Background: an optimization exercise with open tools, aiming at small area. Do not read the settings as production practice. In this exercise RTL edits were held to simulation tests only and were not proved equivalent to the original. Power is estimated from default activity; no workload was simulated.

### design/flow/run.sh
#!/bin/bash
# synth_recipe.tcl (not shown) runs the flow's synth.tcl, then flattens the netlist and writes it again
# the make line also repeats each setting of config.mk as NAME=value (left out here)
make -C /OpenROAD-flow-scripts/flow DESIGN_CONFIG=/design/flow/config.mk WORK_HOME=/design/flow/orfs CLKGATE_MAP_FILE= SYNTH_SCRIPT=/design/flow/synth_recipe.tcl finish
### design/flow/config.mk
export PLATFORM = sky130hd
export DESIGN_NAME = cpu
export DESIGN_NICKNAME = cpu
export VERILOG_FILES = /design/flow/design.v
export SDC_FILE = /design/flow/constraint.sdc
export NUM_CORES = 4
export LEC_CHECK = 0
export CAP_MARGIN = 20
export CORE_MARGIN = 2
export CORE_UTILIZATION = 40
export SLEW_MARGIN = 20
### design/flow/constraint.sdc
create_clock -name core_clock -period 8.0 [get_ports {clk}]
set_input_delay 1.6000 -clock core_clock [delete_from_list [all_inputs] [get_ports {clk}]]
set_output_delay 1.6000 -clock core_clock [all_outputs]
set_load 0.01 [all_outputs]
### design/flow/design.v
`timescale 1ns / 1ps
module cpu(
    input clk,
    input reset,
    input  [47-1 : 0] instr,    
    output [10-1 : 0]     pc,
    output                       dwe,      
    output [5-1 : 0]      dwaddr,
    output [31:0]                dwdata
);
reg [10-1 : 0] pc_r, newpc;
assign pc = pc_r;
reg [31:0] Data [0:32 - 1];
reg [47-1 : 0] command_1, command_2, command_3;
wire [5 - 1 : 0] op_2 = command_2 [47 - 1 -: 5];
wire [5 - 1 : 0] op_3 = command_3 [47 - 1 -: 5];
wire [10 - 1 : 0] addr1 = command_2[47 - 1 - 5                           -: 10];
wire [10 - 1 : 0] addr2 = command_2[47 - 1 - 5 - 10              -: 10];
wire [10 - 1 : 0] addr3 = command_2[47 - 1 - 5 - 10 - 10 -: 10];
wire [10 - 1 : 0] new_pc_addr = command_3 [47 - 1 - 5 -: 10];
wire [10 - 1 : 0] addr_to_load = command_3 [47 - 1 - 5  -: 10];
wire [31:0] literal = command_3 [47 - 1 - 5 - 10 -: 32];
reg [31:0] Reg_A, newReg_A;
reg [31:0] Reg_B, newReg_B;
reg [31:0] Reg_C, newReg_C;
reg flag_f, new_flag_f;
reg flag_is_pol, new_flag_is_pol;
integer i;
always@(posedge clk)
    if(reset)
        pc_r <= 0;
    else
        pc_r <= newpc;
always @(posedge clk)
begin
    if(reset)
        begin
            Reg_A <= 0;
            Reg_B <= 0;
            Reg_C <= 0;
            flag_f <= 0;
            flag_is_pol <= 1;
        end
    else
        begin
            Reg_A <= newReg_A;
            Reg_B <= newReg_B;
            Reg_C <= newReg_C;
            flag_f <= new_flag_f;
            flag_is_pol <= new_flag_is_pol;
        end
end
always @*
begin
    newReg_A = Reg_A;
    newReg_B = Reg_B;
    newReg_C = Reg_C;
    case(op_2)
        2, 3:
            begin
                newReg_A = Data[addr1[5-1:0]];
            end
        8,5:
            begin
                newReg_A = Data[addr1[5-1:0]];
                newReg_B = Data[addr2[5-1:0]];
            end
        4:
            begin
                newReg_A = Data[addr1[5-1:0]];
                newReg_B = Data[addr2[5-1:0]];
                newReg_C = Data[addr3[5-1:0]];
            end
        default: ;
    endcase
end
reg        we;
reg [31:0] wdata;
always @*
begin
    we = 1'b1;
    wdata = 32'b0;
    case(op_3)
        2:   wdata = Reg_A + 1;
        3:   wdata = Reg_A - 1;
        9: wdata = {31'b0, flag_is_pol};
        1:   wdata = literal;
        default: we = 1'b0;
    endcase
end
always @(posedge clk)
begin
    if(reset)
        begin
            for(i = 0; i < 32; i = i + 1)
                Data[i] <= 32'b0;
        end
    else if(we)
        Data[addr_to_load[5-1:0]] <= wdata;
end
assign dwe    = we;
assign dwaddr = addr_to_load[5-1:0];
assign dwdata = wdata;
wire bit_ab = (Reg_B < 32) ? Reg_A[Reg_B[4:0]] : 1'b0;
wire bit_ac = (Reg_C < 32) ? Reg_A[Reg_C[4:0]] : 1'b0;
always @*
begin
    new_flag_f = flag_f;
    new_flag_is_pol = flag_is_pol;
    case(op_3)
        5:
            new_flag_f = bit_ab;
        8:
            new_flag_f = (Reg_A < Reg_B || Reg_A == Reg_B);
        4:
            if(bit_ab != bit_ac)
                new_flag_is_pol = 0;
        default: ;
    endcase
end
always@*
begin
    if(( op_3 == 6 && flag_f)||op_3 == 7)
        newpc = new_pc_addr;
    else
        newpc = pc_r + 1;
end
always@(posedge clk)
begin
    if(reset)
        begin
            command_1 <= 0;
            command_2 <= 0;
            command_3 <= 0;
        end
    else
        begin
            command_1 <= instr;
            command_2 <= command_1;
            command_3 <= command_2;
        end
end
endmodule
==> results of run 1 <==
-- Yosys cell counts, drive strengths merged, types with 3 or more instances --
master,count
xnor2,17
nor2,1167
edfxtp,1024
o211ai,8
a21o,12
a22oi,21
mux4,898
xor2,12
a21oi,46
nor2b,148
and3,7
o31ai,4
a211o,4
a31oi,5
o21a,7
nand2b,37
buf,190
nor3b,4
a311oi,4
nor3,31
dfxtp,249
nand3,17
nand2,80
inv,74
or3,6
a211oi,115
mux2i,339
and2,3
clkbuf,330
ha,63
o21ai,32
nor4,13
nand4,19
-- layout make-up --
type / count / area [sq um]
diodes: 13 / 32.5
clock buffers: 201 / 4030
clock inverters: 69 / 617
fillers: 15781 / 98400
inverters: 75 / 282
multi-input cells: 3159 / 33600
flip-flops and latches: 1273 / 35800
well taps: 2355 / 2950
repair buffers: 256 / 2340
-- routing by layer --
layer  vias to the layer above  GRT usage (%)  part of all wire [%]
met2                      3581           47.6                    45
met5                         -              0                 0.024
met4                        12           21.3                   8.4
li1                      19268              -                     -
met3                       828           7.66                    12
met1                     25481           38.2                    34
-- stage by stage --
| stage | total power [W] | instance area (sq um) | util (%) | cells | setup slack, ps |
|---|---|---|---|---|---|
| after CTS | 0.0161 | 79600 | 44.7 | 7387 | 1210 |
| after floorplan | 0.00882 | 71500 | - | 5027 | 1830 |
| after global placement | 0.00954 | 75000 | 42.1 | 7117 | 2070 |
| after detailed placement | 0.00957 | 75000 | 42.1 | 7117 | 2070 |
| after global routing | 0.0165 | 79700 | 44.8 | 7400 | 907 |
| final | 0.0161 | 79700 | 44.8 | 7401 | 1200 |
-- sequential cells by signal (all words and copies together), names as in the netlist --
name         count
command_3       47
Reg_C           32
command_2       47
flag_f           1
pc_r            10
Reg_A           32
flag_is_pol      1
Data          1024
command_1       47
Reg_B           32
-- cell families (layout without fill, tap and decap cells) --
logic type	Yosys count	after routing	share of synthesized area, %
DFF	1273	1273	50.0
AOI/OAI and AO/OA	285	285	2.89
other	0	13	0
and+or+nand+nor	1542	1542	9.09
muxes	1239	1239	33.1
xor gates and xnor gates	29	29	0.355
adders and majority gates	64	64	1.13
buffers and inverters	595	601	3.46
-- how the worst min path moves through the flow --
stage,cells after the start,from,to,slack [ps]
6_report,1,command_1[36],command_2[36],430
3_5_place_dp,1,command_1[7],command_2[7],420
5_1_grt,1,command_1[36],command_2[36],430
3_3_place_gp,1,command_1[39],command_2[39],420
2_1_floorplan,1,command_1[0],command_2[0],410
4_1_cts,1,command_1[36],command_2[36],420
-- where the power goes --
group	total, W	leakage [nW]	switching [W]	internal, W
combinational	0.00183	9.85	0.00104	0.000788
clock	0.00663	2.25	0.00287	0.00377
sequential	0.00765	12.6	0.000261	0.00739
-- critical path, stage by stage (launching register included) --
cell and delay (ps):
dfxtp_1 330, nand2b_1 180, nor3_2 150, nand2_1 150, inv_1 80, buf_4 350, ha_1 380, nand2_1 110
or3_1 430, a311oi_1 440, nand4b_1 280, and3_1 620, or2_1 330, inv_1 60, clkdlybuf4s50_1 470
==> results.txt, run 1 <==
worst slew pin tran 1230 ps; root buffer cell clkbuf_16; #FFs+latches synth 1,273; WS Path Type register to output port; Avg WL per Cell 37.8 microns; CTS resizes 0; Tcrit/Tclk final 85.0%; CP Max Fanout 30; Critical Path RT 6400 ps; Yosys Warn Count 1; r2r setup slk 3370 ps; Post-CTS Hold Buffers 0; Hold Fails Final Rpt 0; Max Clock Skew 28.6 ps; H-Tree Depth 4; setup tns final 0 ps; worst r2r path cells 14; number of post-CTS setup repair buffers 0; PortBufs 96; clock slew at reported path FFs 60 ps; CP Launch Type register; ANT nets after route 0; core footprint 178,000 sq um; Top FF cell, synth edfxtp_1; vias in the first global route 48,398; Synth Net Count 5,140; die area 182,000 sq um; row count 155; DRC Markers 0; TritonCTS sink count 1,273; GP Congestion 0.903; Post-synth EDFFs 1,024; Rel. slew slack 17.9%; crit end category output port; worst reg2reg endpoint Data[24][31]; initial antenna violation count 15; overall routed net length 280 mm; CTS max path bufs 3; Post-Synthesis Cell Area 71,500 sq um; RSZ-0062 raised after global routing no; cell count after synthesis 5,027; most frequent cells in the layout nor2_1 (1,166), edfxtp_1 (1,024), mux4_2 (898), mux2i_1 (339), dfxtp_1 (234); Leak Pwr 24.7 nW; CTS buffer count 146; share of cells above drive strength 1 27.8%; die height 427 microns; ys async rst share 0%; nets 5,024; TritonRoute pass-1 iters 6; TritonCTS clock tree yes; hold_ws 431 ps; Setup Viol. Count Final 0; Post-Syn Area per Cell 14.2 sq um; Critical Path Source command_3[46]; biggest area consumer among synthesized cells edfxtp_1; most common cell after layout, fill and taps aside nor2_1; FMAX 147 MHz; status finished clean; Area Growth Syn to Fin 11.5%; critical path endpoint dwdata[31]; PwrDens 202 nW/um^2; die width 427 microns; worst ir drop on vdd 0.000231 V; DR vias/cell 6.64; Synth top area share 43.0%; Tot GR Track Use 30.8%; Seq/Total Area, Yosys 50.0%; RR Startpoint command_3[46]; synth unique cells 79; Initial Util 40.1%; Tmin final 6800 ps; Worst-Skew Late Latency 810 ps; Max Cap Viol 0; Hold Path Class register to register; post-DP HPWL 165 mm; Slew Viols, Final 0; Iter 0 DRT Violations 7,228; GRT overflow 0; vias post-DR 49,170; largest net degree at the start of global routing 131; first-pass GRT wire length 387 mm; Crit path arrival time 5200 ps; top cells by area, synth edfxtp_1 (43%), mux4_2 (28%), dfxtp_1 (7.0%); I/O pin total 97
==> run 2: changes to the inputs <==
==> design/flow/design.v (replaced) <==
`timescale 1ns / 1ps
module cpu(
    input clk,
    input reset,
    input  [46:0] instr,    
    output [9:0]  pc,
    output        dwe,      
    output [4:0]  dwaddr,
    output [31:0] dwdata
);
localparam LOAD = 4'd1, INCR = 4'd2, DECR = 4'd3, CHCKPOL = 4'd4, FINDSTRT = 4'd5,
           JMPF = 4'd6, JMP = 4'd7, CMPR = 4'd8, WRTRES = 4'd9;
wire [4:0] op_in = instr[46:42];
wire       op_ok = ~op_in[4] & ~(op_in[3] & (op_in[2] | op_in[1]));
reg  [3:0]  op1, op2;
reg  [36:0] p1, p2;
always @(posedge clk) begin
    op1 <= (op_ok & ~reset) ? op_in[3:0] : 4'd0;
    op2 <= reset ? 4'd0 : op1;
    p1  <= {instr[36:5], instr[43] ? instr[41:37] : instr[4:0]};
    p2  <= p1;
end
reg  [31:0] mem [0:31];
reg  [31:0] big;             
reg        we3, take3;
reg [4:0]  waddr3;
reg [31:0] data3;
wire [31:0] wd     = data3 & {32{~reset}};
wire        wd_big = (|data3[31:5]) & ~reset;
genvar w;
generate
    for (w = 0; w < 32; w = w + 1) begin : g_mem
        wire en = reset | (we3 & (waddr3 == w));
        always @(posedge clk)
            if (en) begin
                mem[w] <= wd;
                big[w] <= wd_big;
            end
    end
endgenerate
wire [4:0] ra1 = p2[36:32];
wire [4:0] ra2 = p2[26:22];
wire [4:0] ra3 = p2[16:12];
reg [31:0] A, B;
reg [4:0]  C;
reg        bigC;
integer k;
always @* begin
    A = 32'd0; B = 32'd0; C = 5'd0; bigC = 1'b0;
    for (k = 0; k < 32; k = k + 1) begin
        A    = A    | (mem[k]      & {32{ra1 == k}});
        B    = B    | (mem[k]      & {32{ra2 == k}});
        C    = C    | (mem[k][4:0] & {5{ra3 == k}});
        bigC = bigC | (big[k]      &    (ra3 == k));
    end
end
wire bigB   = |B[31:5];
wire bit_ab = ~bigB & A[B[4:0]];
wire bit_ac = ~bigC & A[C];
wire is_inc  = (op2 == INCR);
wire is_dec  = (op2 == DECR);
wire is_wr   = (op2 == WRTRES);
wire [32:0] cy;
assign cy[0] = 1'b1;
genvar b;
generate
    for (b = 0; b < 32; b = b + 1) begin : g_incdec
        assign cy[b+1] = cy[b] & (A[b] ^ is_dec);
    end
endgenerate
wire [31:0] incdec = A ^ cy[31:0];
reg flag_f, flag_is_pol;
always @(posedge clk) begin
    if (reset) begin
        flag_f      <= 1'b0;
        flag_is_pol <= 1'b1;
    end else begin
        if (op2 == FINDSTRT) flag_f <= bit_ab;
        if (op2 == CMPR)     flag_f <= (A <= B);
        if (op2 == CHCKPOL && bit_ab != bit_ac) flag_is_pol <= 1'b0;
    end
end
always @(posedge clk) begin
    we3    <= ~reset & (op2 == LOAD || is_inc || is_dec || is_wr);
    take3  <= ~reset & (op2 == JMP || (op2 == JMPF && flag_f));
    waddr3 <= p2[36:32];
    data3  <= (is_inc | is_dec) ? incdec :
              is_wr             ? {31'd0, flag_is_pol} :
                                  p2[31:0];
end
reg [9:0] pc_r;
always @(posedge clk)
    if (reset)
        pc_r <= 10'd0;
    else if (take3)
        pc_r <= {data3[4:0], waddr3};
    else
        pc_r <= pc_r + 10'd1;
assign pc     = pc_r;
assign dwe    = we3;
assign dwaddr = waddr3;
assign dwdata = data3;
endmodule
==> run 2 against run 1 <==
  * Sequential power is 1% lower
  * Area after synthesis is 22% lower
  * Sequential cell count down 84
  * Still clean
  * Highest routed layer unchanged
==> results.txt, run 2 <==
clock slew at reported path FFs 60 ps (about the same); ANT nets after route 0 (unchanged); Tot GR Track Use 47.4% (was 30.8%); final core utilization 47.1% (was 44.8%); Rel. slew slack 4.20% (was 17.9%); top-count cell post-synth edfxtp_1 (was nor2_1); TritonRoute pass-1 iters 13 (was 6); CTS buffer count 135 (was 146); Logic pwr share 12.7% (was 11.3%); switch share 29.1% (was 25.9%); post-DP HPWL 219 mm (was 165 mm); Top FF cell, synth edfxtp_1 (unchanged); Int Pwr 0.0114 W (was 0.0119 W); Hold Fails Final Rpt 0 (unchanged); #FFs+latches synth 1,189 (was 1,273); crit end category register (was output port); CTS resizes 0 (unchanged); Post-CTS Hold Buffers 0 (unchanged); nets 4,634 (was 5,024); first-pass GRT wire length 446 mm (was 387 mm); biggest area consumer among synthesized cells edfxtp_1 (unchanged); PwrDens 248 nW/um^2 (was 202 nW/um^2); DR vias/cell 8.00 (was 6.64); Iter 0 DRT Violations 12,091 (was 7,228); PortBufs 96 (unchanged); share of cells above drive strength 1 15.6% (was 27.8%); routed wl met2 133 mm (was 127 mm); crit-path max cell delay 940 ps (was 620 ps); number of flip-flops in the largest register 1,024 (unchanged); synth unique cells 96 (was 79); setup tns final 0 ps (unchanged); Critical Path RT 8690 ps (was 6400 ps); overall routed net length 345 mm (was 280 mm); Crit path arrival time 8100 ps (was 5200 ps); FMAX 135 MHz (was 147 MHz); most frequent cells in the layout edfxtp_1 (1,056), a22oi_1 (466), and3_1 (308), nand3_1 (269), buf_4 (262) (was nor2_1 (1,166), edfxtp_1 (1,024), mux4_2 (898), mux2i_1 (339), dfxtp_1 (234)); worst path cell trace buf_4 > mux2i_1 > o32ai_1 > a221o_1 > or3_1 > or4b_1 > ha_1 > a21o_1 > a21o_1 > a21oi_1 > nor2b_1 > o21ai_0 > nand2b_1 > a21oi_1 > nor2b_1 > a2111oi_0 > and3b_1 > o31ai_1 (was nand2b_1 > nor3_2 > nand2_1 > inv_1 > buf_4 > ha_1 > nand2_1 > or3_1 > a311oi_1 > nand4b_1 > and3_1 > or2_1 > inv_1 > clkdlybuf4s50_1); Worst-Skew Late Latency 840 ps (was 810 ps); most flop-heavy register mem (was Data); GRT overflow 0 (unchanged); Reg power frac 47.0% (was 47.5%); GP Congestion 1.08 (was 0.903); die width 377 microns (was 427 microns); final non-filler cell total 6,497 (was 7,401); Initial Util 40.4% (was 40.1%); DR WL met3 58.5 mm (was 33.3 mm); Hold Path Sink p2[21] (was command_2[36]); DR top layer met5 (unchanged); initial antenna violation count 48 (was 15); Synth top cells by count edfxtp_1 (1,056), a22oi_1 (466), and3_1 (309), nand3_1 (269), clkbuf_1 (249) (was nor2_1 (1,167), edfxtp_1 (1,024), mux4_2 (898), mux2i_1 (339), clkbuf_1 (328)); die height 377 microns (was 427 microns); TritonCTS sink count 1,189 (was 1,273); WS Path Type register to register (was register to output port); DRC Markers 0 (unchanged); buffers and inverters on the worst path 1 (was 4); worst slew pin tran 1430 ps (was 1230 ps); CP Launch Type register (unchanged); cell count after synthesis 4,407 (was 5,027); Tmin final 7410 ps (was 6800 ps); Max Cap Viol 0 (unchanged); root buffer cell clkbuf_16 (unchanged); hold-critical path depth 0 (was 1); row count 136 (was 155); worst r2r path cells 18 (was 14); Area Growth Syn to Fin 16.7% (was 11.5%); CP Max Fanout 31 (was 30); Setup Viol. Count Final 0 (unchanged); core footprint 138,000 sq um (was 178,000 sq um); H-Tree Depth 4 (unchanged); Leak Pwr 23.8 nW (was 24.7 nW); Slowest cell on crit path mux2i_1 (was and3_1); Seq/Total Area, Yosys 61.8% (was 50.0%); Metal-1 WL 118 mm (was 95.9 mm); Avg WL per Cell 53.1 microns (was 37.8 microns); Post-Syn Area per Cell 12.6 sq um (was 14.2 sq um); Post-synth EDFFs 1,056 (was 1,024); Yosys Warn Count 2 (was 1); Clk pwr share 40.2% (was 41.2%); I/O pin total 97 (unchanged); Hold Path Origin p1[21] (was command_1[36]); Post-Synthesis Cell Area 55,600 sq um (was 71,500 sq um); die area 142,000 sq um (was 182,000 sq um); largest net degree at the start of global routing 57 (was 131); number of post-CTS setup repair buffers 0 (unchanged); placed cell count 6,208 (was 7,117); RSZ-0062 raised after global routing no (unchanged); Slew Viols, Final 0 (unchanged); r2r setup slk 590 ps (was 3370 ps); top cells by area, synth edfxtp_1 (57%), a22oi_1 (6.3%), dfxtp_1 (4.8%) (was edfxtp_1 (43%), mux4_2 (28%), dfxtp_1 (7.0%)); ys async rst share 0% (unchanged); TritonCTS clock tree yes (unchanged); worst ir drop on vdd 0.000201 V (was 0.000231 V); CTS max path bufs 3 (unchanged); most common cell after layout, fill and taps aside edfxtp_1 (was nor2_1); vias post-DR 52,000 (was 49,170); status finished clean (unchanged); CP delay by family, top compound AO/OA/AOI/OAI gates (was simple AND/OR/NAND/NOR gates); worst reg2reg endpoint flag_f (was Data[24][31]); Tcrit/Tclk final 92.6% (was 85.0%); Hold Path Class register to register (unchanged); Synth top area share 57.0% (was 43.0%); RR Startpoint p2[32] (was command_3[46]); switching pwr 0.00469 W (was 0.00417 W); Synth Net Count 4,489 (was 5,140); vias in the first global route 47,073 (was 48,398); Top Registers mem x1024, p1 x37, p2 x37; Max Clock Skew 50.5 ps (was 28.6 ps)
==> run 2: per-layer routing <==
metal | track usage, % | up-vias
met4 | 37.3 | 40
met3 | 22.9 | 1936
li1 | - | 18268
met5 | 1.65 | -
met2 | 62.9 | 6308
met1 | 58.2 | 25448
==> run 2: cell type report <==
type / instances / area, sq um
Inverter: 30 / 113
Timing Repair Buffer: 364 / 3030
Fill cell: 12268 / 72900
Clock buffer: 170 / 3560
Multi-Input combinational cell: 2832 / 20500
Antenna cell: 42 / 105
Clock inverter: 76 / 985
Tap cell: 1794 / 2240
Sequential cell: 1189 / 34400
==> run 2: logic make-up (layout without fill, tap and decap cells) <==
| group | after synthesis | after routing | synth area share (%) |
|---|---|---|---|
| simple gates | 1470 | 1470 | 15.0 |
| flops | 1189 | 1189 | 61.8 |
| compound gates | 1085 | 1085 | 15.0 |
| buf+inv | 386 | 640 | 2.98 |
| mux | 192 | 192 | 3.66 |
| xor+xnor | 52 | 52 | 0.819 |
| fa+ha+maj | 33 | 33 | 0.742 |
| other cells | 0 | 42 | 0 |
==> run 2: stage by stage <==
| stage | instance area, sq um | total power (W) | hold WS, ps | setup WS (ps) |
|---|---|---|---|---|
| floorplan | 55600 | 0.00834 | 310 | 3510 |
| global placement | 60100 | 0.00954 | 312 | 788 |
| detailed placement | 60200 | 0.00952 | 313 | 1100 |
| CTS | 64700 | 0.0159 | 323 | 1090 |
| global route | 64800 | 0.0163 | 330 | 686 |
| finish | 64900 | 0.0161 | 322 | 589 |
==> run 2: worst max-delay path by stage <==
stage,end,cells after the start,startpoint
after CTS,flag_f,17,p2[26]
after floorplan,flag_f,21,p2[32]
after detailed placement,flag_f,17,p2[26]
after global routing,flag_f,17,p2[26]
after global placement,flag_f,16,p2[26]
final,flag_f,18,p2[32]
==> run 2: power by group through the flow <==
stage	clock [W]	combinational, W	sequential, W
after floorplan	0	0.000886	0.00746
after global placement	0	0.00186	0.00768
after detailed placement	0	0.00186	0.00766
after CTS	0.00647	0.00187	0.00754
after global routing	0.00670	0.00199	0.00757
final	0.00648	0.00205	0.00757
==> run 2: worst reg2reg max path, cell delays in order (launching register included) <==
cell	delay [ps]
dfxtp_4	640
buf_4	650
mux2i_1	1010
o32ai_1	500
a221o_1	390
or3_1	290
or4b_1	930
ha_1	510
a21o_1	160
a21o_1	190
a21oi_1	180
nor2b_1	70
o21ai_0	210
nand2b_1	90
a21oi_1	150
nor2b_1	60
a2111oi_0	730
and3b_1	270
o31ai_1	260
==> run 3: changes to the inputs <==
--- a/design/flow/design.v
+++ b/design/flow/design.v
@@ -40,2 +40,3 @@
 endgenerate
+genvar b;
 wire [4:0] ra1 = p2[36:32];
@@ -43,15 +44,35 @@
 wire [4:0] ra3 = p2[16:12];
-reg [31:0] A, B;
-reg [4:0]  C;
-reg        bigC;
-integer k;
-always @* begin
-    A = 32'd0; B = 32'd0; C = 5'd0; bigC = 1'b0;
-    for (k = 0; k < 32; k = k + 1) begin
-        A    = A    | (mem[k]      & {32{ra1 == k}});
-        B    = B    | (mem[k]      & {32{ra2 == k}});
-        C    = C    | (mem[k][4:0] & {5{ra3 == k}});
-        bigC = bigC | (big[k]      &    (ra3 == k));
+wire [31:0] s1, s2, s3;
+genvar w2;
+generate
+    for (w2 = 0; w2 < 32; w2 = w2 + 1) begin : g_sel
+        assign s1[w2] = (ra1 == w2);
+        assign s2[w2] = (ra2 == w2);
+        assign s3[w2] = (ra3 == w2);
     end
-end
+endgenerate
+wire [31:0] col [0:32];
+generate
+    for (b = 0; b < 32; b = b + 1) begin : g_col
+        for (w2 = 0; w2 < 32; w2 = w2 + 1) begin : g_w
+            assign col[b][w2] = mem[w2][b];
+        end
+    end
+    for (w2 = 0; w2 < 32; w2 = w2 + 1) begin : g_wbig
+        assign col[32][w2] = big[w2];
+    end
+endgenerate
+wire [31:0] A, B;
+wire [4:0]  C;
+wire        bigC;
+generate
+    for (b = 0; b < 32; b = b + 1) begin : g_rd
+        rd_or32 u_a (.s(s1), .d(col[b]), .y(A[b]));
+        rd_or32 u_b (.s(s2), .d(col[b]), .y(B[b]));
+        if (b < 5) begin : g_c
+            rd_or32 u_c (.s(s3), .d(col[b]), .y(C[b]));
+        end
+    end
+endgenerate
+rd_or32 u_bigc (.s(s3), .d(col[32]), .y(bigC));
 wire bigB   = |B[31:5];
@@ -64,3 +85,2 @@
 assign cy[0] = 1'b1;
-genvar b;
 generate
@@ -103 +123,29 @@
 endmodule
+module rd_or32(input [31:0] s, input [31:0] d, output y);
+wire [10:0] g;
+genvar i;
+generate
+    for (i = 0; i < 10; i = i + 1) begin : g_aoi
+        rd_aoi222 u (.a0(s[3*i]), .b0(d[3*i]), .a1(s[3*i+1]), .b1(d[3*i+1]),
+                     .a2(s[3*i+2]), .b2(d[3*i+2]), .y(g[i]));
+    end
+endgenerate
+rd_aoi22 u_last (.a0(s[30]), .b0(d[30]), .a1(s[31]), .b1(d[31]), .y(g[10]));
+wire h0, h1, h2;
+rd_nand4 u_n0 (.a(g[0]), .b(g[1]), .c(g[2]), .d(g[3]), .y(h0));
+rd_nand4 u_n1 (.a(g[4]), .b(g[5]), .c(g[6]), .d(g[7]), .y(h1));
+rd_nand3 u_n2 (.a(g[8]), .b(g[9]), .c(g[10]), .y(h2));
+assign y = h0 | h1 | h2;
+endmodule
+module rd_aoi222(input a0, b0, a1, b1, a2, b2, output y);
+assign y = ~((a0 & b0) | (a1 & b1) | (a2 & b2));
+endmodule
+module rd_aoi22(input a0, b0, a1, b1, output y);
+assign y = ~((a0 & b0) | (a1 & b1));
+endmodule
+module rd_nand4(input a, b, c, d, output y);
+assign y = ~(a & b & c & d);
+endmodule
+module rd_nand3(input a, b, c, output y);
+assign y = ~(a & b & c);
+endmodule
--- a/design/flow/config.mk
+++ b/design/flow/config.mk
@@ -11 +11,2 @@
 export SLEW_MARGIN = 20
+export SYNTH_HIERARCHICAL = 1
==> run 3 against run 2 <==
  * Die area shrank 13%
  * Largest cell class unchanged
  * Critical path depth decreased by 5
  * Via count down 30%
  * Sequential power is 2% lower
  * Largest power group unchanged
  * Worst setup slack better by 2200 ps
  * Sequential cell count stayed put
  * Critical endpoint unchanged
  * Non-clock buffer count down 135
  * Synthesized cell count fell by 32%
  * Highest routed layer unchanged
  * Clock skew down 34 ps
  * Clock-buffer cell count down 28
  * Critical path type unchanged
  * Register-to-register slack better by 2200 ps
  * Global-route usage shrank 19 points
==> results.txt, run 3 <==
DR vias/cell 7.24 (was 8.00); #FFs+latches synth 1,189 (unchanged); synth unique cells 62 (was 96); top cells by area, synth edfxtp_1 (65%), a222oi_1 (14%), dfxtp_1 (5.5%) (was edfxtp_1 (57%), a22oi_1 (6.3%), dfxtp_1 (4.8%)); Post-Syn Area per Cell 16.2 sq um (was 12.6 sq um); Iter 0 DRT Violations 9,190 (was 12,091); number of post-CTS setup repair buffers 0 (unchanged); Top Registers mem x1024, p1 x37, p2 x37 (unchanged); Synth top area share 65.4% (was 57.0%); biggest area consumer among synthesized cells edfxtp_1 (unchanged); final non-filler cell total 5,001 (was 6,497); Max Clock Skew 16.4 ps (was 50.5 ps); crit-path max cell delay 800 ps (was 940 ps); Crit path top cell by count nand4_1; DRC Markers 0 (unchanged); Tcrit/Tclk final 64.6% (was 92.6%); die width 352 microns (was 377 microns); CTS resizes 0 (unchanged); Leak Pwr 19.1 nW (was 23.8 nW); FILL cells 10,174 (was 12,268); nets 3,364 (was 4,634); row count 127 (was 136); die height 352 microns (was 377 microns); top-count cell post-synth edfxtp_1 (unchanged); Hold Path Sink p2[21] (unchanged); Max Cap Viol 0 (unchanged); hold_ws 322 ps (about the same); worst slew pin tran 1130 ps (was 1430 ps); Clk pwr share 40.3% (was 40.2%); Yosys Warn Count 9 (was 2); Post-CTS Hold Buffers 0 (unchanged); most flop-heavy register mem (unchanged); ANT nets after route 0 (unchanged); Synth Net Count 3,075 (was 4,489); TritonCTS clock tree yes (unchanged); H-Tree Depth 3 (was 4); Synth top cells by count edfxtp_1 (1,056), a222oi_1 (700), nor2_1 (158), nand4_1 (153), dfxtp_1 (133) (was edfxtp_1 (1,056), a22oi_1 (466), and3_1 (309), nand3_1 (269), clkbuf_1 (249)); GP Congestion 1.08 (about the same); Area Growth Syn to Fin 17.9% (was 16.7%); Initial Util 40.4% (about the same); ys async rst share 0% (unchanged); Rel. slew slack 24.2% (was 4.20%); core footprint 120,000 sq um (was 138,000 sq um); worst r2r path cells 13 (was 18); CTS max path bufs 3 (unchanged); status finished clean (unchanged); share of cells above drive strength 1 16.8% (was 15.6%); Tmin final 5170 ps (was 7410 ps); die area 124,000 sq um (was 142,000 sq um); largest net degree at the start of global routing 52 (was 57); vias in the first global route 33,711 (was 47,073); RSZ-0062 raised after global routing no (unchanged); Logic pwr share 8.6% (was 12.7%); I/O pin total 97 (unchanged); switch share 24.5% (was 29.1%); clock slew at reported path FFs 60 ps (about the same); Hold Path Class register to register (unchanged); Avg WL per Cell 36.8 microns (was 53.1 microns); vias post-DR 36,187 (was 52,000); final core utilization 47.6% (was 47.1%); placed cell count 4,773 (was 6,208); CP Launch Type register (unchanged); overall routed net length 184 mm (was 345 mm); FMAX 193 MHz (was 135 MHz); worst path cell trace nand2b_1 > nor2_4 > buf_4 > a222oi_1 > nand4_1 > or3_1 > ha_1 > nand4_1 > or2_2 > nor3_1 > o21ai_0 > nand4_1 > a31oi_1 (was buf_4 > mux2i_1 > o32ai_1 > a221o_1 > or3_1 > or4b_1 > ha_1 > a21o_1 > a21o_1 > a21oi_1 > nor2b_1 > o21ai_0 > nand2b_1 > a21oi_1 > nor2b_1 > a2111oi_0 > and3b_1 > o31ai_1); PwrDens 254 nW/um^2 (was 248 nW/um^2); TritonRoute pass-1 iters 14 (was 13); root buffer cell clkbuf_16 (unchanged); CP delay by family, top simple AND/OR/NAND/NOR gates (was compound AO/OA/AOI/OAI gates); r2r setup slk 2830 ps (was 590 ps); Hold Path Origin p1[21] (unchanged); setup tns final 0 ps (unchanged); most frequent cells in the layout edfxtp_1 (1,056), a222oi_1 (700), nand4_1 (153), dfxtp_1 (133), buf_4 (133) (was edfxtp_1 (1,056), a22oi_1 (466), and3_1 (308), nand3_1 (269), buf_4 (262)); Slowest cell on crit path nand2b_1 (was mux2i_1); worst ir drop on vdd 0.000180 V (was 0.000201 V); CTS buffer count 119 (was 135); crit end category register (unchanged); hold-critical path depth 0 (unchanged); PortBufs 96 (unchanged); worst reg2reg endpoint flag_f (unchanged); Tot GR Track Use 28.5% (was 47.4%); CP Max Fanout 32 (was 31); WS Path Type register to register (unchanged); Top FF cell, synth edfxtp_1 (unchanged); Int Pwr 0.0110 W (was 0.0114 W); Worst-Skew Late Latency 730 ps (was 840 ps); cell count after synthesis 2,993 (was 4,407); Hold Fails Final Rpt 0 (unchanged); buffers and inverters on the worst path 1 (unchanged); first-pass GRT wire length 255 mm (was 446 mm); RR Startpoint p2[33] (was p2[32]); Crit path arrival time 5760 ps (was 8100 ps); Slew Viols, Final 0 (unchanged); switching pwr 0.00357 W (was 0.00469 W); post-DP HPWL 110 mm (was 219 mm); TritonCTS sink count 1,189 (unchanged); GRT overflow 0 (unchanged); Setup Viol. Count Final 0 (unchanged); Post-Synthesis Cell Area 48,500 sq um (was 55,600 sq um); number of flip-flops in the largest register 1,024 (unchanged); initial antenna violation count 4 (was 48); most common cell after layout, fill and taps aside edfxtp_1 (unchanged); Post-synth EDFFs 1,056 (unchanged); Critical Path RT 8600 ps (was 8690 ps); Reg power frac 51.1% (was 47.0%); Seq/Total Area, Yosys 70.9% (was 61.8%)
==> run 3: cell types whose count changed after synthesis, sizes merged, moves of 92 or more <==
cell and change:
a2111oi -93, nand3 -162, nand2 -92, a22oi -396, a222oi +688, buf -95, and3 -304, mux2i -127
clkbuf -200
==> run 3: power groups by stage <==
stage / clock network [W] / registers, W / logic (W)
2_1_floorplan: 0 / 0.00748 / 0.000647
3_3_place_gp: 0 / 0.00753 / 0.00120
3_5_place_dp: 0 / 0.00754 / 0.00121
4_1_cts: 0.00592 / 0.00742 / 0.00121
5_1_grt: 0.00617 / 0.00746 / 0.00130
6_report: 0.00587 / 0.00743 / 0.00125
==> run 3: final cells by class <==
cell class / count / area (sq um) / share of cell area [%]
diodes: 4 / 10.0 / 0.0175
clock buffers: 142 / 3170 / 5.54
clock inverters: 82 / 937 / 1.64
inverters: 35 / 131 / 0.230
multi-input cells: 1708 / 14600 / 25.5
flip-flops and latches: 1189 / 34400 / 60.1
well taps: 1612 / 2020 / 3.53
repair buffers: 229 / 1950 / 3.42
==> run 3: per-module statistics from Yosys (local to each module, per instance) <==
| module | cells inside | flops+latches |
|---|---|---|
| rd_nand3 | 1 | 0 |
| rd_aoi22 | 1 | 0 |
| rd_nand4 | 1 | 0 |
| rd_aoi222 | 1 | 0 |
| rd_or32 | 1 | 0 |
| cpu | 1943 | 1189 |
==> run 3: layer usage <==
metal | vias to the layer above | routed length [microns] | track usage [%]
met4 | 2 | 14200 | 17.9
met3 | 574 | 26400 | 7.43
met5 | - | 14 | 0
met1 | 17784 | 64600 | 37.6
met2 | 3311 | 78800 | 42.0
li1 | 14516 | - | -
==> run 3: cells by family (layout without fill, tap and decap cells) <==
logic type,Yosys count,after routing,share of synthesized area [%]
AND/OR/NAND/NOR,712,712,7.88
AO/OA/AOI/OAI,882,882,17.7
flip-flops,1189,1189,70.9
XOR/XNOR,52,52,0.939
multiplexers,29,29,1.00
other,0,4,0
adder cells (fa/ha/maj),33,33,0.851
buffers and inverters,96,488,0.782
==> run 3: how the worst max path moves through the flow <==
stage	slack, ps	cells after the start	start	endpoint
after global routing	2680	12	p2[33]	data3[28]
after floorplan	3210	3	waddr3[2]	big[20]
after detailed placement	3120	13	p2[36]	flag_f
after global placement	3170	13	p2[36]	data3[27]
after CTS	3100	13	p2[36]	flag_f
final	2830	13	p2[33]	flag_f
==> run 3: per-stage QoR <==
stage	setup WS (ps)	instance area, sq um	power (W)
after floorplan	3210	48500	0.00812
after global placement	3170	53000	0.00873
after detailed placement	3120	53000	0.00875
after CTS	3100	57200	0.0145
after global routing	2680	57200	0.0149
final	2830	57200	0.0145
==> run 4: changes to the inputs <==
--- a/design/flow/config.mk
+++ b/design/flow/config.mk
@@ -10,2 +10,5 @@
 export CORE_UTILIZATION = 40
+export CTS_BUF_LIST = sky130_fd_sc_hd__clkbuf_16
+export CTS_CLUSTER_DIAMETER = 80
+export CTS_CLUSTER_SIZE = 24
 export SLEW_MARGIN = 20
==> run 4 against run 3 <==
  * Still clean on timing, DRC and antenna
  * Cell area decreased by 4.2%
  * Register-to-register slack worse by 130 ps
  * Clock power decreased by 43%
  * Combinational power is essentially flat
  * First-iteration DRC count shrank 0.30%
  * Die area did not move
  * Highest routed layer is now met4
==> results.txt, run 4 <==
status finished clean (unchanged); top-count cell post-synth edfxtp_1 (unchanged); CP Max Fanout 32 (unchanged); Post-synth EDFFs 1,056 (unchanged); Synth Net Count 3,075 (unchanged); Worst-Skew Late Latency 720 ps (was 730 ps); Tmin final 5300 ps (was 5170 ps); Leak Pwr 18.0 nW (was 19.1 nW); initial antenna violation count 2 (was 4); vias in the first global route 33,203 (was 33,711); first-pass GRT wire length 253 mm (was 255 mm); CTS max path bufs 3 (unchanged); I/O pin total 97 (unchanged); Max Cap Viol 0 (unchanged); clock slew at reported path FFs 100 ps (was 60 ps); PwrDens 219 nW/um^2 (was 254 nW/um^2); setup tns final 0 ps (unchanged); final worst slack 2700 ps (was 2830 ps); most flop-heavy register mem (unchanged); nets 3,303 (was 3,364); ys async rst share 0% (unchanged); Avg WL per Cell 37.4 microns (was 36.8 microns); worst path cell trace nand3b_1 > nor2_4 > buf_4 > a222oi_1 > nand4_1 > or3_1 > nor4_1 > nor4b_2 > o221ai_2 > or2_1 > a2111oi_4 > xnor2_1 > o21ai_1 (was nand2b_1 > nor2_4 > buf_4 > a222oi_1 > nand4_1 > or3_1 > ha_1 > nand4_1 > or2_2 > nor3_1 > o21ai_0 > nand4_1 > a31oi_1); Initial Util 40.4% (unchanged); number of flip-flops in the largest register 1,024 (unchanged); final non-filler cell total 4,874 (was 5,001); Top FF cell, synth edfxtp_1 (unchanged); row count 127 (unchanged); top cells by area, synth edfxtp_1 (65%), a222oi_1 (14%), dfxtp_1 (5.5%) (unchanged); TritonCTS sink count 1,189 (unchanged); PortBufs 96 (unchanged); cell count after synthesis 2,993 (unchanged); die height 352 microns (unchanged); Tcrit/Tclk final 66.2% (was 64.6%); H-Tree Depth 2 (was 3); CP Launch Type register (unchanged); Rel. slew slack 22.1% (was 24.2%); most common cell after layout, fill and taps aside edfxtp_1 (unchanged); DR top layer met4 (was met5); Slowest cell on crit path or3_1 (was nand2b_1); GRT overflow 0 (unchanged); Hold Path Class register to register (unchanged); Critical Path RT 8590 ps (was 8600 ps); Setup Viol. Count Final 0 (unchanged); r2r setup slk 2700 ps (was 2830 ps); post-DP HPWL 110 mm (unchanged); vias post-DR 35,641 (was 36,187); Post-Synthesis Cell Area 48,500 sq um (unchanged); Top Registers mem x1024, p1 x37, p2 x37 (unchanged); synth unique cells 62 (unchanged); crit end category register (unchanged); Seq/Total Area, Yosys 70.9% (unchanged); overall routed net length 183 mm (was 184 mm); crit-path max cell delay 670 ps (was 800 ps); total power 0.0120 W (was 0.0145 W); die area 124,000 sq um (unchanged); core footprint 120,000 sq um (unchanged); biggest area consumer among synthesized cells edfxtp_1 (unchanged); Area Growth Syn to Fin 12.9% (was 17.9%); Post-CTS Hold Buffers 0 (unchanged); placed cell count 4,773 (unchanged); Iter 0 DRT Violations 9,162 (was 9,190); Synth top cells by count edfxtp_1 (1,056), a222oi_1 (700), nor2_1 (158), nand4_1 (153), dfxtp_1 (133) (unchanged); Slew Viols, Final 0 (unchanged); Yosys Warn Count 9 (unchanged); Synth top area share 65.4% (unchanged); TritonRoute pass-1 iters 15 (was 14); RSZ-0062 raised after global routing no (unchanged); ANT nets after route 0 (unchanged); root buffer cell clkbuf_16 (unchanged); #FFs+latches synth 1,189 (unchanged); Max Clock Skew 36.5 ps (was 16.4 ps); die width 352 microns (unchanged); worst ir drop on vdd 0.000211 V (was 0.000180 V); worst slew pin tran 1170 ps (was 1130 ps); Post-Syn Area per Cell 16.2 sq um (unchanged); Metal-1 WL 64.3 mm (was 64.6 mm); dpl ws 3120 ps (unchanged); TritonCTS clock tree yes (unchanged); GP Congestion 1.08 (unchanged); share of cells above drive strength 1 13.7% (was 16.8%); CTS buffer count 57 (was 119); number of post-CTS setup repair buffers 0 (unchanged); DR vias/cell 7.31 (was 7.24); DRC Markers 0 (unchanged); FMAX 189 MHz (was 193 MHz); most frequent cells in the layout edfxtp_1 (1,056), a222oi_1 (700), nand4_1 (153), dfxtp_1 (133), buf_4 (133) (unchanged); DR WL met3 25.9 mm (was 26.4 mm); routed wl met2 78.1 mm (was 78.8 mm); Tot GR Track Use 28.3% (was 28.5%); WS Path Type register to register (unchanged); Crit path arrival time 5890 ps (was 5760 ps); CTS resizes 0 (unchanged); Hold Fails Final Rpt 0 (unchanged); largest net degree at the start of global routing 52 (unchanged)
==> run 4: cell families (layout without fill, tap and decap cells) <==
logic type / count (synthesis) / count (layout) / share of synthesized area [%]
flops: 1189 / 1189 / 70.9
simple gates: 712 / 712 / 7.88
compound gates: 882 / 882 / 17.7
fa+ha+maj: 33 / 33 / 0.851
buf+inv: 96 / 361 / 0.782
mux: 29 / 29 / 1.00
other cells: 0 / 4 / 0
xor+xnor: 52 / 52 / 0.939
==> run 4: modules after synthesis, one instance, submodules excluded <==
module	copies in the design	cell area, sq um	cells inside	flip-flops and latches
rd_nand4	140	6.26	1	0
rd_aoi22	70	12.5	1	0
rd_or32	70	6.26	1	0
rd_nand3	70	5.00	1	0
cpu	1	39000	1943	1189
rd_aoi222	700	10.0	1	0
==> run 4: critical path: cells and delay by family, from the launching register on <==
kind | cells | cell delay [ps]
simple gates | 7 | 3130
compound gates | 4 | 1040
flops | 1 | 500
buf+inv | 1 | 300
xor+xnor | 1 | 160
==> run 4: layer usage <==
metal / track usage (%) / vias up
met1: 37.3 / 17658
met2: 41.7 / 3157
met3: 6.89 / 538
met4: 18.1 / 0
met5: 0 / -
li1: - / 14288
==> run 4: path summary, 6_finish.rpt <==
kind / end / depth (start not counted) / startpoint
max: data3[31] / 13 / p2[34]
min: p2[19] / 0 / p1[19]
max reg2reg: data3[31] / 13 / p2[34]
min reg2reg: p2[19] / 0 / p1[19]
==> run 4: final cells by class <==
class | count | area (sq um)
inverter | 35 | 131
tap | 1612 | 2020
clock buffer | 60 | 1500
multi-input combinational | 1708 | 14600
sequential | 1189 | 34400
antenna | 4 | 10.0
timing repair buffer | 230 | 1970
clock inverter | 36 | 179
fill | 10401 | 65400
==> run 4: power by group <==
part           switching [W]  internal [W]  total, W
Clock                0.00198       0.00137   0.00335
Sequential          0.000235       0.00718   0.00742
Combinational       0.000879      0.000375   0.00125
==> run 4: stage by stage <==
stage	hold slack (ps)	instance area, sq um	util [%]
CTS	322	54700	45.6
detailed placement	312	53000	44.2
floorplan	310	48500	-
finish	325	54800	45.6
global route	340	54700	45.6
global placement	311	53000	44.1
==> run 5: changes to the inputs <==
--- a/design/flow/config.mk
+++ b/design/flow/config.mk
@@ -9,3 +9,3 @@
 export CORE_MARGIN = 2
-export CORE_UTILIZATION = 40
+export CORE_UTILIZATION = 60
 export CTS_BUF_LIST = sky130_fd_sc_hd__clkbuf_16
==> run 5 against run 4 <==
  * Total power is 0.37% lower
  * Combinational power hardly changed
  * Largest power group unchanged
  * Synthesized cell count stayed put
  * Critical path type unchanged
  * Core utilization is 21 points higher
==> results.txt, run 5 <==
status finished clean (unchanged); worst slew pin tran 1140 ps (was 1170 ps); CP delay by family, top simple AND/OR/NAND/NOR gates (unchanged); footprint of the multi-input gates 14,400 sq um (was 14,600 sq um); final worst slack 2810 ps (was 2700 ps); Hold Path Class register to register (unchanged); FILL cells 5,472 (was 10,401); Rel. slew slack 23.5% (was 22.1%); die area 83,100 sq um (was 124,000 sq um); core footprint 80,300 sq um (was 120,000 sq um); Logic pwr share 10.4% (about the same); Clk pwr share 27.7% (was 27.9%); number of flip-flops in the largest register 1,024 (unchanged); Synth top cells by count edfxtp_1 (1,056), a222oi_1 (700), nor2_1 (158), nand4_1 (153), dfxtp_1 (133) (unchanged); vias in the first global route 34,318 (was 33,203); TritonCTS sink count 1,189 (unchanged); dpl ws 3010 ps (was 3120 ps); Reg power frac 62.0% (was 61.7%); number of post-CTS setup repair buffers 0 (unchanged); buffers and inverters on the worst path 1 (unchanged); Top FF cell, synth edfxtp_1 (unchanged); TritonRoute pass-1 iters 15 (unchanged); Post-synth EDFFs 1,056 (unchanged); Crit path arrival time 5730 ps (was 5890 ps); worst ir drop on vdd 0.000236 V (was 0.000211 V); post-route design area 53,800 sq um (was 54,800 sq um); Initial Util 60.4% (was 40.4%); placed inst area 52,000 sq um (was 53,000 sq um); initial antenna violation count 4 (was 2); Yosys Warn Count 9 (unchanged); Post-Synthesis Cell Area 48,500 sq um (unchanged); CTS buffer count 57 (unchanged); cell count after synthesis 2,993 (unchanged); #FFs+latches synth 1,189 (unchanged); switching pwr 0.00303 W (was 0.00309 W); most frequent cells in the layout edfxtp_1 (1,056), a222oi_1 (700), nand4_1 (153), dfxtp_1 (133), buf_4 (113) (was edfxtp_1 (1,056), a222oi_1 (700), nand4_1 (153), dfxtp_1 (133), buf_4 (133)); Iter 0 DRT Violations 10,198 (was 9,162); H-Tree Depth 2 (unchanged); CTS max path bufs 3 (unchanged); nets 3,286 (was 3,303); setup tns final 0 ps (unchanged); DRC Markers 0 (unchanged); CP Max Fanout 18 (was 32); share of cells above drive strength 1 13.1% (was 13.7%); GP Congestion 1.02 (was 1.08); CTS resizes 0 (unchanged); WS Path Type register to register (unchanged); crit end category register (unchanged); row count 104 (was 127); most common cell after layout, fill and taps aside edfxtp_1 (unchanged); worst path cell trace nand2b_1 > nor2_4 > buf_4 > a222oi_1 > nand4_1 > or3_1 > nor2_1 > nor4b_1 > o221ai_2 > a211o_1 > nor3_2 > xnor2_1 > o21ai_0 (was nand3b_1 > nor2_4 > buf_4 > a222oi_1 > nand4_1 > or3_1 > nor4_1 > nor4b_2 > o221ai_2 > or2_1 > a2111oi_4 > xnor2_1 > o21ai_1); r2r setup slk 2810 ps (was 2700 ps); Synth Net Count 3,075 (unchanged); I/O pin total 97 (unchanged); top cells by area, synth edfxtp_1 (65%), a222oi_1 (14%), dfxtp_1 (5.5%) (unchanged); Post-Syn Area per Cell 16.2 sq um (unchanged); Setup Viol. Count Final 0 (unchanged); DR vias/cell 8.44 (was 7.31); PwrDens 222 nW/um^2 (was 219 nW/um^2); Slew Viols, Final 0 (unchanged); crit-path max cell delay 650 ps (was 670 ps); Max Cap Viol 0 (unchanged); ys async rst share 0% (unchanged); CP Launch Type register (unchanged); first-pass GRT wire length 244 mm (was 253 mm); Tmin final 5190 ps (was 5300 ps); switch share 25.3% (was 25.7%); Tcrit/Tclk final 64.9% (was 66.2%); synth unique cells 62 (unchanged); Area Growth Syn to Fin 11.0% (was 12.9%); clock slew at reported path FFs 100 ps (about the same); register area 34,400 sq um (unchanged); root buffer cell clkbuf_16 (unchanged); TritonCTS clock tree yes (unchanged); Avg WL per Cell 40.5 microns (was 37.4 microns); GRT overflow 0 (unchanged); biggest area consumer among synthesized cells edfxtp_1 (unchanged); Int Pwr 0.00894 W (was 0.00893 W); Seq/Total Area, Yosys 70.9% (unchanged); Leak Pwr 17.9 nW (was 18.0 nW); overall routed net length 174 mm (was 183 mm); top-count cell post-synth edfxtp_1 (unchanged); Tot GR Track Use 41.2% (was 28.3%); Synth top area share 65.4% (unchanged); Max Clock Skew 23.2 ps (was 36.5 ps); Top Registers mem x1024, p1 x37, p2 x37 (unchanged); Post-CTS Hold Buffers 0 (unchanged); largest net degree at the start of global routing 52 (unchanged); FMAX 193 MHz (was 189 MHz); PortBufs 96 (unchanged); die width 288 microns (was 352 microns); RSZ-0062 raised after global routing no (unchanged); vias post-DR 36,338 (was 35,641); Hold Fails Final Rpt 0 (unchanged); die height 288 microns (was 352 microns); total power 0.0120 W (about the same); Critical Path RT 8540 ps (was 8590 ps); ANT nets after route 0 (unchanged); Slowest cell on crit path nand2b_1 (was or3_1); post-DP HPWL 104 mm (was 110 mm); Worst-Skew Late Latency 690 ps (was 720 ps); most flop-heavy register mem (unchanged)
run 5: cell counts after synthesis:
No cell type changed its count.
run 5: final cells by class:
type	count	share of cell area (%)
inverter	35	0.244
clock buffer	59	2.74
timing repair buffer	213	3.50
sequential	1189	63.8
antenna	3	0.0139
clock inverter	37	0.421
multi-input combinational	1708	26.8
tap	1060	2.46
run 5: power groups by stage:
stage	sequential [W]	combinational, W	clock, W
2_1_floorplan	0.00748	0.000647	0
3_3_place_gp	0.00752	0.00115	0
3_5_place_dp	0.00755	0.00118	0
4_1_cts	0.00740	0.00119	0.00332
5_1_grt	0.00745	0.00128	0.00353
6_report	0.00742	0.00124	0.00331
run 5: worst paths after layout:
kind / from / endpoint / cells past startpoint
worst max-delay path: p2[36] / data3[25] / 13
worst min register to register: p1[3] / p2[3] / 0
worst min-delay path: p1[3] / p2[3] / 0
worst max register to register: p2[36] / data3[25] / 13
run 5: stage by stage:
step | utilization, % | instances | hold WS [ps]
6_report | 67.1 | 4304 | 327
5_1_grt | 67.0 | 4301 | 332
4_1_cts | 66.9 | 4298 | 333
3_5_place_dp | 64.8 | 4202 | 312
3_3_place_gp | 64.7 | 4201 | 310
2_1_floorplan | - | 2993 | 310
run 5: per-layer routing:
layer | GRT usage (%) | wire [microns] | up-vias
li1 | - | - | 14265
met1 | 55.6 | 56500 | 17403
met3 | 8.99 | 27600 | 749
met5 | 0 | 11 | -
met4 | 28.2 | 15300 | 2
met2 | 60.5 | 75100 | 3919
run 5: logic make-up after synthesis:
family,Yosys count,share of synthesized area (%)
AO/OA/AOI/OAI,882,17.7
XOR/XNOR,52,0.939
adder cells (fa/ha/maj),33,0.851
buffers and inverters,96,0.782
flip-flops,1189,70.9
multiplexers,29,1.00
AND/OR/NAND/NOR,712,7.88
run 5: worst reg2reg max path: stages (launching register included):
cell	delay, ps
dfxtp_1	390
nand2b_1	650
nor2_4	310
buf_4	330
a222oi_1	420
nand4_1	390
or3_1	610
nor2_1	130
nor4b_1	410
o221ai_2	270
a211o_1	450
nor3_2	190
xnor2_1	110
o21ai_0	390
run 5: modules after synthesis, one instance, submodules excluded:
module     copies in the design  flops+latches  cells inside
rd_aoi222                   700              0             1
rd_aoi22                     70              0             1
cpu                           1           1189          1943
rd_or32                      70              0             1
rd_nand4                    140              0             1
rd_nand3                     70              0             1
==> run 6: changes to the inputs <==
--- a/design/flow/config.mk
+++ b/design/flow/config.mk
@@ -9,6 +9,6 @@
 export CORE_MARGIN = 2
-export CORE_UTILIZATION = 60
-export CTS_BUF_LIST = sky130_fd_sc_hd__clkbuf_16
-export CTS_CLUSTER_DIAMETER = 80
-export CTS_CLUSTER_SIZE = 24
+export CORE_UTILIZATION = 40
+export CTS_BUF_LIST = sky130_fd_sc_hd__clkbuf_8
+export CTS_CLUSTER_DIAMETER = 60
+export CTS_CLUSTER_SIZE = 12
 export SLEW_MARGIN = 20
==> run 6 against run 5 <==
  * Routed wire length is 5.5% higher
  * Critical path depth stayed put
  * Clock power is 9.4% higher
==> results.txt, run 6 <==
I/O pin total 97 (unchanged); ys async rst share 0% (unchanged); most flop-heavy register mem (unchanged); FILL cells 10,398 (was 5,472); Post-synth EDFFs 1,056 (unchanged); Area Growth Syn to Fin 13.7% (was 11.0%); Rel. slew slack 22.5% (was 23.5%); vias post-DR 36,061 (was 36,338); Yosys Warn Count 9 (unchanged); Top FF cell, synth edfxtp_1 (unchanged); dpl ws 3120 ps (was 3010 ps); buffers and inverters on the worst path 1 (unchanged); Max Clock Skew 35.0 ps (was 23.2 ps); Iter 0 DRT Violations 9,225 (was 10,198); crit end category register (unchanged); Crit path arrival time 5850 ps (was 5730 ps); Post-Synthesis Cell Area 48,500 sq um (unchanged); GP Congestion 1.08 (was 1.02); number of post-CTS setup repair buffers 0 (unchanged); Post-Syn Area per Cell 16.2 sq um (unchanged); biggest area consumer among synthesized cells edfxtp_1 (unchanged); WS Path Type register to register (unchanged); Simple-Gate Fraction of Synth Area 7.88% (unchanged); CTS resizes 0 (unchanged); Critical Path RT 8680 ps (was 8540 ps); crit-path max cell delay 640 ps (was 650 ps); Setup Viol. Count Final 0 (unchanged); CP Max Fanout 32 (was 18); Slowest cell on crit path or3_1 (was nand2b_1); CTS max path bufs 3 (unchanged); top cells by area, synth edfxtp_1 (65%), a222oi_1 (14%), dfxtp_1 (5.5%) (unchanged); setup tns final 0 ps (unchanged); Slew Viols, Final 0 (unchanged); Tot GR Track Use 28.5% (was 41.2%); Synth Net Count 3,075 (unchanged); Max Cap Viol 0 (unchanged); mux share of post-synthesis cell area 1.00% (unchanged); row count 127 (was 104); Hold Path Class register to register (unchanged); number of flip-flops in the largest register 1,024 (unchanged); CTS buffer count 116 (was 57); first-pass GRT wire length 255 mm (was 244 mm); status finished clean (unchanged); PortBufs 96 (unchanged); worst path cell trace nand3b_1 > nor2_4 > buf_4 > a222oi_1 > nand4_1 > or3_1 > nor4_1 > nor4b_2 > o221ai_2 > or2_1 > a2111oi_4 > xnor2_1 > o21ai_1 (was nand2b_1 > nor2_4 > buf_4 > a222oi_1 > nand4_1 > or3_1 > nor2_1 > nor4b_1 > o221ai_2 > a211o_1 > nor3_2 > xnor2_1 > o21ai_0); core footprint 120,000 sq um (was 80,300 sq um); Tcrit/Tclk final 64.6% (was 64.9%); top-count cell post-synth edfxtp_1 (unchanged); die height 352 microns (was 288 microns); Worst-Skew Late Latency 840 ps (was 690 ps); worst ir drop on vdd 0.000130 V (was 0.000236 V); die width 352 microns (was 288 microns); Post-Synth XOR/XNOR Area 0.939% (unchanged); RSZ-0062 raised after global routing no (unchanged); initial antenna violation count 3 (was 4); TritonRoute pass-1 iters 22 (was 15); most common cell after layout, fill and taps aside edfxtp_1 (unchanged); synth unique cells 62 (unchanged); Tmin final 5170 ps (was 5190 ps); Seq/Total Area, Yosys 70.9% (unchanged); cell count after synthesis 2,993 (unchanged); Avg WL per Cell 37.0 microns (was 40.5 microns); Synth Area in Compound Gates 17.7% (unchanged); PwrDens 223 nW/um^2 (was 222 nW/um^2); GRT overflow 0 (unchanged); Initial Util 40.4% (was 60.4%); Top Registers mem x1024, p1 x37, p2 x37 (unchanged); clock slew at reported path FFs 90 ps (was 100 ps); largest net degree at the start of global routing 52 (unchanged); root buffer cell clkbuf_8 (was clkbuf_16); overall routed net length 184 mm (was 174 mm); share of cells above drive strength 1 15.4% (was 13.1%); Leak Pwr 18.2 nW (was 17.9 nW); worst slew pin tran 1160 ps (was 1140 ps); TritonCTS sink count 1,189 (unchanged); ANT nets after route 0 (unchanged); DRC Markers 0 (unchanged); combinational family with the most area after synthesis compound AO/OA/AOI/OAI gates (unchanged); most frequent cells in the layout edfxtp_1 (1,056), a222oi_1 (700), nand4_1 (153), dfxtp_1 (133), buf_4 (133) (was edfxtp_1 (1,056), a222oi_1 (700), nand4_1 (153), dfxtp_1 (133), buf_4 (113)); final worst slack 2830 ps (was 2810 ps); CP delay by family, top simple AND/OR/NAND/NOR gates (unchanged); Synth top area share 65.4% (unchanged); #FFs+latches synth 1,189 (unchanged); Post-CTS Hold Buffers 0 (unchanged); CP Launch Type register (unchanged); DR vias/cell 7.26 (was 8.44); Hold Fails Final Rpt 0 (unchanged); die area 124,000 sq um (was 83,100 sq um); FMAX 193 MHz (about the same); nets 3,361 (was 3,286); post-DP HPWL 110 mm (was 104 mm); Synth top cells by count edfxtp_1 (1,056), a222oi_1 (700), nor2_1 (158), nand4_1 (153), dfxtp_1 (133) (unchanged); Post-Synth Adder-Cell Area 0.851% (unchanged); TritonCTS clock tree yes (unchanged); vias in the first global route 33,715 (was 34,318); H-Tree Depth 3 (was 2)
-- run 6: changes by cell type in the layout (fill, tap and decap cells not counted), sizes merged --
cell	delta
inv	+26
clkinvlp	+3
diode	+6
buf	+16
bufinv	+2
clkbuf	+58
-- run 6: metal layers --
| metal | global-route usage (%) | share of wire [%] | wire length (microns) |
|---|---|---|---|
| met3 | 7.21 | 14 | 26600 |
| met4 | 18.1 | 7.9 | 14600 |
| met5 | 0 | 0 | 0 |
| met2 | 42.1 | 43 | 78500 |
| met1 | 37.5 | 35 | 64300 |
-- run 6: Yosys stat by module (local to each module, per instance) --
module	cells inside	times used	area, sq um
cpu	1943	1	39000
rd_aoi22	1	70	12.5
rd_aoi222	1	700	10.0
rd_nand3	1	70	5.00
rd_nand4	1	140	6.26
rd_or32	1	70	6.26
-- run 6: final timing paths --
path / slack [ps] / depth (start not counted) / start / end
min: 320 / 0 / p1[11] / p2[11]
max: 2830 / 13 / p2[34] / data3[31]
min reg2reg: 320 / 0 / p1[11] / p2[11]
max reg2reg: 2830 / 13 / p2[34] / data3[31]
-- run 6: cell type report --
class	instances	area, sq um	share of cell area (%)
antenna	9	22.5	0.0409
clock buffer	117	1610	2.92
clock inverter	68	447	0.810
inverter	35	131	0.238
multi-input combinational	1708	14600	26.4
sequential	1189	34400	62.4
tap	1612	2020	3.66
timing repair buffer	229	1950	3.55
-- run 6: where the power goes --
| group | internal, W | switching, W | total (W) |
|---|---|---|---|
| clock network | 0.00147 | 0.00215 | 0.00362 |
| registers | 0.00718 | 0.000234 | 0.00742 |
| logic | 0.000374 | 0.000881 | 0.00126 |
-- run 6: cell families after synthesis --
family	Yosys count
compound gates	882
xor+xnor	52
fa+ha+maj	33
buf+inv	96
flops	1189
mux	29
simple gates	712
-- run 6: metrics by stage --
step / power [W] / instances / utilization, % / hold WS [ps] / instance area [sq um]
floorplan: 0.00812 / 2993 / - / 310 / 48500
global placement: 0.00873 / 4773 / 44.1 / 311 / 53000
detailed placement: 0.00875 / 4773 / 44.2 / 312 / 53000
CTS: 0.0123 / 4958 / 45.9 / 323 / 55100
global route: 0.0126 / 4961 / 45.9 / 329 / 55100
finish: 0.0123 / 4967 / 45.9 / 318 / 55100
==> run 7: changes to the inputs <==
==> design/flow/flow/run.sh (new file) <==
#!/bin/bash
# Standard ORFS layout (the standard.sh), with these changes:
#  - CTS with larger sink clusters, clkbuf_16 only, and no dummy loads
#  - port buffers of the smallest buffer cell
#  - power recovery (downsizing of gates off the critical paths) after global route
set -euo pipefail
CTS_ARGS="-sink_clustering_enable -repair_clock_nets -dont_use_dummy_load -sink_clustering_size 24 -sink_clustering_max_diameter 80 -buf_list sky130_fd_sc_hd__clkbuf_16"
bash standard.sh "CTS_ARGS=$CTS_ARGS" \
  "BUFFER_PORTS_ARGS=-buffer_cell sky130_fd_sc_hd__buf_1" \
  RECOVER_POWER=100 \
  finish > make_finish.log 2>&1
==> design/flow/standard.sh (new file) <==
#!/bin/bash
# synth_recipe.tcl (not shown) runs the flow's synth.tcl, then flattens the netlist and writes it again
# the make line also repeats each setting of config.mk as NAME=value (left out here)
make -C /OpenROAD-flow-scripts/flow DESIGN_CONFIG=/design/flow/config.mk WORK_HOME=/design/flow/orfs CLKGATE_MAP_FILE= SYNTH_SCRIPT=/design/flow/synth_recipe.tcl "${@:-finish}"
--- a/design/flow/config.mk
+++ b/design/flow/config.mk
@@ -10,5 +10,2 @@
 export CORE_UTILIZATION = 40
-export CTS_BUF_LIST = sky130_fd_sc_hd__clkbuf_8
-export CTS_CLUSTER_DIAMETER = 60
-export CTS_CLUSTER_SIZE = 12
 export SLEW_MARGIN = 20
removed: design/flow/run.sh
==> run 7 against run 6 <==
  * Now fails the layout checks on capacitance limit, slew limit
  * Non-clock buffer count decreased by 4
  * Clock skew up 14 ps
  * Clock power shrank 11%
  * Worst hold slack gained 13 ps
  * Sequential share of layout area is 1.8 points higher
  * Clock-buffer cell count down 58
==> results.txt, run 7 <==
Hold Fails Final Rpt 0 (unchanged); most flop-heavy register mem (unchanged); Hold Path Class register to register (unchanged); GRT overflow 0 (unchanged); setup tns final 0 ps (unchanged); top-count cell post-synth edfxtp_1 (unchanged); #FFs+latches synth 1,189 (unchanged); post-route design area 53,600 sq um (was 55,100 sq um); Slowest cell on crit path clkbuf_1 (was or3_1); nets 3,300 (was 3,361); number of post-CTS setup repair buffers 0 (unchanged); Setup Viol. Count Final 0 (unchanged); FILL cells 10,669 (was 10,398); TritonRoute pass-1 iters 14 (was 22); Synth top area share 65.4% (unchanged); clock slew at reported path FFs 90 ps (about the same); Top Registers mem x1024, p1 x37, p2 x37 (unchanged); Area Growth Syn to Fin 10.5% (was 13.7%); buffers and inverters on the worst path 5 (was 1); Initial Util 40.4% (unchanged); TritonCTS clock tree yes (unchanged); DRC Markers 0 (unchanged); Avg WL per Cell 38.5 microns (was 37.0 microns); Slew Viols, Final 1,831 (was 0); layout check failures capacitance limit, slew limit; Logic pwr share 10.2% (about the same); Post-Syn Area per Cell 16.2 sq um (unchanged); ys async rst share 0% (unchanged); I/O pin total 97 (unchanged); Yosys Warn Count 9 (unchanged); DR vias/cell 7.44 (was 7.26); biggest area consumer among synthesized cells edfxtp_1 (unchanged); total power 0.0119 W (was 0.0123 W); CP delay by family, top buffers and inverters (was simple AND/OR/NAND/NOR gates); Tmin final 6570 ps (was 5170 ps); crit-path max cell delay 2200 ps (was 640 ps); overall routed net length 186 mm (was 184 mm); Int Pwr 0.00884 W (was 0.00903 W); placed inst area 52,400 sq um (was 53,000 sq um); root buffer cell clkbuf_16 (was clkbuf_8); status failed layout checks (was finished clean); RSZ-0062 raised after global routing no (unchanged); GP Congestion 0.991 (was 1.08); worst ir drop on vdd 0.000176 V (was 0.000130 V); Crit path top cell by count clkbuf_1; vias post-DR 35,970 (was 36,061); Max Clock Skew 48.5 ps (was 35.0 ps); Iter 0 DRT Violations 9,511 (was 9,225); Max Cap Viol 57 (was 0); cell count after synthesis 2,993 (unchanged); hold_ws 331 ps (was 318 ps); Top FF cell, synth edfxtp_1 (unchanged); switch share 25.4% (was 26.6%); synth unique cells 62 (unchanged); CP Launch Type input port (was register); Tcrit/Tclk final 82.2% (was 64.6%); CTS max path bufs 3 (unchanged); share of cells above drive strength 1 11.0% (was 15.4%); PwrDens 221 nW/um^2 (was 223 nW/um^2); TritonCTS sink count 1,189 (unchanged); die area 124,000 sq um (unchanged); first-pass GRT wire length 254 mm (was 255 mm); switching pwr 0.00301 W (was 0.00327 W); r2r setup slk 1600 ps (was 2830 ps); Crit path arrival time 6820 ps (was 5850 ps); final core utilization 44.6% (was 45.9%); worst path cell trace buf_2 > clkbuf_1 > inv_1 > clkbuf_1 > o41ai_2 > clkbuf_1 (was nand3b_1 > nor2_4 > buf_4 > a222oi_1 > nand4_1 > or3_1 > nor4_1 > nor4b_2 > o221ai_2 > or2_1 > a2111oi_4 > xnor2_1 > o21ai_1); FMAX 152 MHz (was 193 MHz); worst slew pin tran 3880 ps (was 1160 ps); Critical Path RT 8250 ps (was 8680 ps); Tot GR Track Use 28.6% (was 28.5%)
==> run 7: cell type report <==
| class | instances | area (sq um) | share of cell area [%] |
|---|---|---|---|
| multi-input combinational | 1708 | 14400 | 27.0 |
| antenna | 4 | 10.0 | 0.0187 |
| clock buffer | 59 | 1480 | 2.76 |
| timing repair buffer | 225 | 1130 | 2.11 |
| sequential | 1189 | 34400 | 64.1 |
| inverter | 35 | 131 | 0.245 |
| tap | 1612 | 2020 | 3.76 |
==> run 7: Yosys stat by module, one instance, submodules excluded <==
module	cells inside	flip-flops and latches
rd_aoi222	1	0
rd_or32	1	0
rd_aoi22	1	0
cpu	1943	1189
rd_nand4	1	0
rd_nand3	1	0
==> run 7: power groups by stage <==
| stage | Sequential (W) | Clock (W) | Combinational (W) |
|---|---|---|---|
| finish | 0.00744 | 0.00321 | 0.00121 |
| global route | 0.00747 | 0.00344 | 0.00125 |
| CTS | 0.00740 | 0.00323 | 0.00119 |
| detailed placement | 0.00754 | 0 | 0.00118 |
| global placement | 0.00753 | 0 | 0.00118 |
| floorplan | 0.00748 | 0 | 0.000647 |
==> run 7: final timing paths <==
check                            start          end  depth (start not counted)
worst max-delay path             reset  mem[20][21]                          6
worst min-delay path             p1[9]        p2[9]                          0
worst max register to register  p2[36]    data3[29]                         13
worst min register to register   p1[9]        p2[9]                          0
==> run 7: per-stage QoR <==
| stage | instances | setup WS, ps |
|---|---|---|
| floorplan | 2993 | 3210 |
| global placement | 4768 | 2770 |
| detailed placement | 4769 | 2900 |
| CTS | 4828 | 2880 |
| global route | 4828 | 1390 |
| finish | 4832 | 1430 |
==> run 7: cells by family (layout without fill, tap and decap cells) <==
kind of cell	count (synthesis)	in the layout	synth area share (%)
AO/OA/AOI/OAI	882	882	17.7
XOR/XNOR	52	52	0.939
adder cells (fa/ha/maj)	33	33	0.851
buffers and inverters	96	319	0.782
flip-flops	1189	1189	70.9
multiplexers	29	29	1.00
other	0	4	0
AND/OR/NAND/NOR	712	712	7.88
==> run 7: worst reg2reg max path, cell delays in order, from the launching register on <==
cell      delay, ps
dfxtp_1         400
nand2b_1        690
nor2_4           10
clkbuf_1        980
a222oi_1        840
nand4_1         350
or3_1           570
nor4_1          390
nor4b_1         480
o221ai_1        380
or2_0           570
nor4_1          390
xnor2_1         170
o21ai_1          80
==> run 7: metal layers <==
layer  up-vias  share of wire [%]  global-route usage, %
met4         4                8.1                   18.5
met5         -              0.014                      0
met1     17773                 35                   37.9
met2      3374                 43                   42.7
li1      14251                  -                      -
met3       568                 14                   5.92

## separate check: timing with driven ports
In the flow no input, the clock included, has a driving cell. The finished layouts below were timed again as built, in two steps.
Step 1, drivers: a clkbuf_16 drives clk and a buf_2 each remaining input, both assumed.
Step 2 also shifts input and output timing later by t, the mid clock arrival at the registers, as if the neighbouring blocks saw the same clock.
Three values: no drivers, after step 1, after step 2; two values: the first two.
| run | t, ns | slack for setup (ns) |
|---|---|---|
| run 1 | 0.889 | 1.196 / 1.105 / 1.993 |
| run 2 | 0.883 | 0.589 / 0.590 / 0.590 |
| run 3 | 0.794 | 2.831 / 2.831 / 2.831 |
| run 4 | 0.779 | 2.703 / 2.703 / 2.703 |
| run 5 | 0.740 | 2.808 / 2.808 / 2.808 |
| run 6 | 0.892 | 2.831 / 2.831 / 2.831 |
| run 7 | 0.768 | 1.427 / 1.479 / 0.711 |
